Background: an optimization exercise with open tools, aiming at small area. Do not read the settings as production practice.
In this exercise RTL edits were held to simulation tests only and were not proved equivalent to the original.

==> inputs of run a <==
==> flow/design.v (excerpt) <==
module systolic(
    input CLK,
    input [8*8-1:0] i_Data_I_In,
    input [4*8-1:0] i_Data_W_In,
    input [4-1:0] i_EN_W_In,
    input [3-1:0] i_EN_ID_In,
    input [4*24-1:0] i_Psum_In,
    output [4*24-1:0] o_Psum_Out,
    input  [4*16-1:0] i_Addr_P_In,
    input  [4*1-1:0] i_Valid_P_In,
    output [4*16-1:0] o_Addr_P_Out,
    output [4*1-1:0] o_Valid_P_Out
);
reg [8*8*3-1:0]  i_q;     
reg [8*7*4-1:0]  w_q;     
reg [7*4-1:0]    e_q;     
reg [3*7-1:0]    id_q;    
reg [8*8*4-1:0]  wb_q;    
reg [24*8*4-1:0] p_q;     
reg [16*8*4-1:0] a_q;     
reg [8*4-1:0]    v_q;     
genvar c, r;
generate
    for (r = 0; r < 8 - 1; r = r + 1) begin : idp
        if (r == 0) begin : g0
            always @(posedge CLK) id_q[2:0] <= i_EN_ID_In;
        end else begin : gn
            always @(posedge CLK) id_q[3*r +: 3] <= id_q[3*(r-1) +: 3];
        end
    end
    for (c = 0; c < 4; c = c + 1) begin : col
        for (r = 0; r < 8; r = r + 1) begin : row
            wire [7:0]  a_in;
  ...
Settings: LEC_CHECK=0, CAP_MARGIN=20, CORE_MARGIN=2, CORE_UTILIZATION=55, PLACE_DENSITY=0.7, SLEW_MARGIN=20, SYNTH_HIERARCHICAL=1, SYNTH_MINIMUM_KEEP_SIZE=0; clock period 8.0 ns.
standard.sh (not shown) runs the stock make flow with config.mk's settings and CLKGATE_MAP_FILE= SYNTH_SCRIPT=/design/flow/synth_recipe.tcl, a recipe that flattens the netlist after the stock synthesis.
==> flow/flow/run.sh <==
#!/bin/bash
# Own layout flow: the standard synthesis, then area recovery on its netlist
# (flow/downsize.py puts combinational cells that abc sized up back to drive 1;
# registers are untouched), then the standard layout from floorplan to finish,
# with a clock tree built from larger sink clusters and without dummy loads.
# Each step writes its full output to its own log file in this folder.
set -euo pipefail
R=orfs/results/$FLOW_PLATFORM/systolic/base
bash standard.sh synth > synth.log 2>&1
python3 flow/downsize.py $R/1_2_yosys.v \
  $FLOW_HOME/platforms/$FLOW_PLATFORM/lib/sky130_fd_sc_hd__tt_025C_1v80.lib > downsize.log 2>&1
rm -f $R/1_synth.odb
bash standard.sh \
  CTS_ARGS="-sink_clustering_enable -repair_clock_nets -dont_use_dummy_load -sink_clustering_size 24 -sink_clustering_max_diameter 120" \
  finish > layout.log 2>&1
==> flow/flow/downsize.py <==
#!/usr/bin/env python3
"""Area recovery on the synthesised netlist: every combinational cell that abc
sized up (drive strength 2 or more) goes back to its drive-1 variant when the
library has one.  Flip-flops, buffers and adder cells are left as they are; the
layout's own repair steps size cells up again where timing needs it."""
import re
import sys

net, lib = sys.argv[1], sys.argv[2]
cells = set(re.findall(r'cell\s*\(\s*"?(sky130_fd_sc_hd__\w+?)"?\s*\)', open(lib).read()))
keep = re.compile(r"sky130_fd_sc_hd__(df|edf|sdf|dl|buf|clk|fa_|ha_|conb|tap|fill|decap|diode)")
text = open(net).read()
count = {}


def sub(m):
    name = m.group(0)
    if keep.match(name):
        return name
    base, drive = m.group(1), m.group(2)
    small = f"{base}_1"
    if drive not in ("1", "0") and small in cells:
        count[name] = count.get(name, 0) + 1
        return small
    return name


text = re.sub(r"\b(sky130_fd_sc_hd__\w+?)_(\d+)\b", sub, text)
open(net, "w").write(text)
for k, v in sorted(count.items()):
    print(f"{k} -> _1: {v}")
==> inputs of run b, as changes to run a <==
==> flow/run.sh (new file) <==
#!/bin/bash
# synth_recipe.tcl (not shown) runs the flow's synth.tcl, then flattens the netlist and writes it again
# the make line also repeats each setting of config.mk as NAME=value (left out here)
make -C /OpenROAD-flow-scripts/flow DESIGN_CONFIG=/design/flow/config.mk WORK_HOME=/design/flow/orfs CLKGATE_MAP_FILE= SYNTH_SCRIPT=/design/flow/synth_recipe.tcl finish
--- a/flow/config.mk
+++ b/flow/config.mk
@@ -10,2 +10,4 @@
 export CORE_UTILIZATION = 55
+export CTS_BUF_LIST = sky130_fd_sc_hd__clkbuf_4 sky130_fd_sc_hd__clkbuf_8
+export CTS_CLUSTER_SIZE = 30
 export PLACE_DENSITY = 0.7
removed: flow/flow/run.sh
removed: flow/flow/downsize.py
removed: flow/standard.sh
==> inputs of run c, as changes to run a <==
==> flow/run.sh (new file) <==
#!/bin/bash
# synth_recipe.tcl (not shown) runs the flow's synth.tcl, then flattens the netlist and writes it again
# the make line also repeats each setting of config.mk as NAME=value (left out here)
make -C /OpenROAD-flow-scripts/flow DESIGN_CONFIG=/design/flow/config.mk WORK_HOME=/design/flow/orfs CLKGATE_MAP_FILE= SYNTH_SCRIPT=/design/flow/synth_recipe.tcl finish
--- a/flow/config.mk
+++ b/flow/config.mk
@@ -9,4 +9,4 @@
 export CORE_MARGIN = 2
-export CORE_UTILIZATION = 55
-export PLACE_DENSITY = 0.7
+export CORE_UTILIZATION = 45
+export PLACE_DENSITY = 0.6
 export SLEW_MARGIN = 20
removed: flow/flow/run.sh
removed: flow/flow/downsize.py
removed: flow/standard.sh
==> inputs of run d, as changes to run a <==
==> flow/flow/run.sh (replaced) <==
#!/bin/bash
# Own layout flow: the standard synthesis, then area recovery on its netlist
# (flow/downsize.py puts combinational cells that abc sized up back to drive 1;
# registers are untouched), then the standard layout from floorplan to finish.
# Each step writes its full output to its own log file in this folder.
set -euo pipefail
R=orfs/results/$FLOW_PLATFORM/systolic/base
bash standard.sh synth > synth.log 2>&1
python3 flow/downsize.py $R/1_2_yosys.v \
  $FLOW_HOME/platforms/$FLOW_PLATFORM/lib/sky130_fd_sc_hd__tt_025C_1v80.lib > downsize.log 2>&1
rm -f $R/1_synth.odb
bash standard.sh finish > layout.log 2>&1
--- a/flow/config.mk
+++ b/flow/config.mk
@@ -9,4 +9,4 @@
 export CORE_MARGIN = 2
-export CORE_UTILIZATION = 55
-export PLACE_DENSITY = 0.7
+export CORE_UTILIZATION = 45
+export PLACE_DENSITY = 0.6
 export SLEW_MARGIN = 20
==> results.py <==
metrics = {
    "outcome": {
        "status": "no timing/DRC/antenna violations",
    },
    "layout": {
        "clock_area_share_pct": 6.34,
        "final_util_pct": 54.4,
    },
    "global_routing": {
        "grt_pass1_wl_mm": 347,
    },
}
the above is filed under run c

==> results.py <==
metrics = {
    "outcome": {
        "status": "no timing/DRC/antenna violations",
    },
    "layout": {
        "clock_area_share_pct": 2.16,
        "sh_seq_area_pct": 39.7,
        "final_util_pct": 63.4,
    },
    "global_routing": {
        "grt_pass1_wl_mm": 301,
    },
    "drt": {
        "drtAntennaViolNets": 0,
    },
}
the above is filed under run a

==> results.py <==
metrics = {
    "outcome": {
        "status": "no timing/DRC/antenna violations",
    },
    "global_routing": {
        "grt_usage_pct": 18.5,
        "grt_pass1_wl_mm": 318,
    },
    "layout": {
        "clock_area_share_pct": 6.66,
        "final_util_pct": 54.6,
    },
}
the above is filed under run d

==> results.py <==
metrics = {
    "outcome": {
        "status": "no timing/DRC/antenna violations",
    },
    "layout": {
        "final_util_pct": 65.6,
        "clock_area_share_pct": 6.20,
    },
    "global_routing": {
        "grt_pass1_wl_mm": 350,
    },
}
the above is filed under run b

## afterwards: timing with drivers on the ports
No port has a modelled driver above. Below, the same layouts with a new extraction and two added sets of constraints.
Step 1, drivers: a clkbuf_16 drives CLK and a buf_2 each remaining input, both assumed.
Step 2 adds t to the input delays and takes it off the output delays; t is the mean of the earliest and latest rising clock arrival at the registers after step 1. Input paths then give back, and output paths get back, about the clock's delay inside the block.
a / b / c = ideal ports / drivers / drivers and shift; a / b = the first two.
run | t (ns) | setup slack, ns | pins driven straight from the clock port
run a | 0.815 | 0.112 / 0.140 / -0.675 | 1
run b | 1.105 | 0.204 / 0.213 / -0.892 | 1
run c | 0.931 | 0.110 / 0.095 / -0.837 | 1
run d | 0.943 | 0.109 / 0.173 / -0.770 | 1
Met with ideal ports but missed after step 2: setup timing in every run listed. For run b, which loses most, drivers alone change the setup slack by +0.009 ns; drivers and shift together by -1.096 ns.
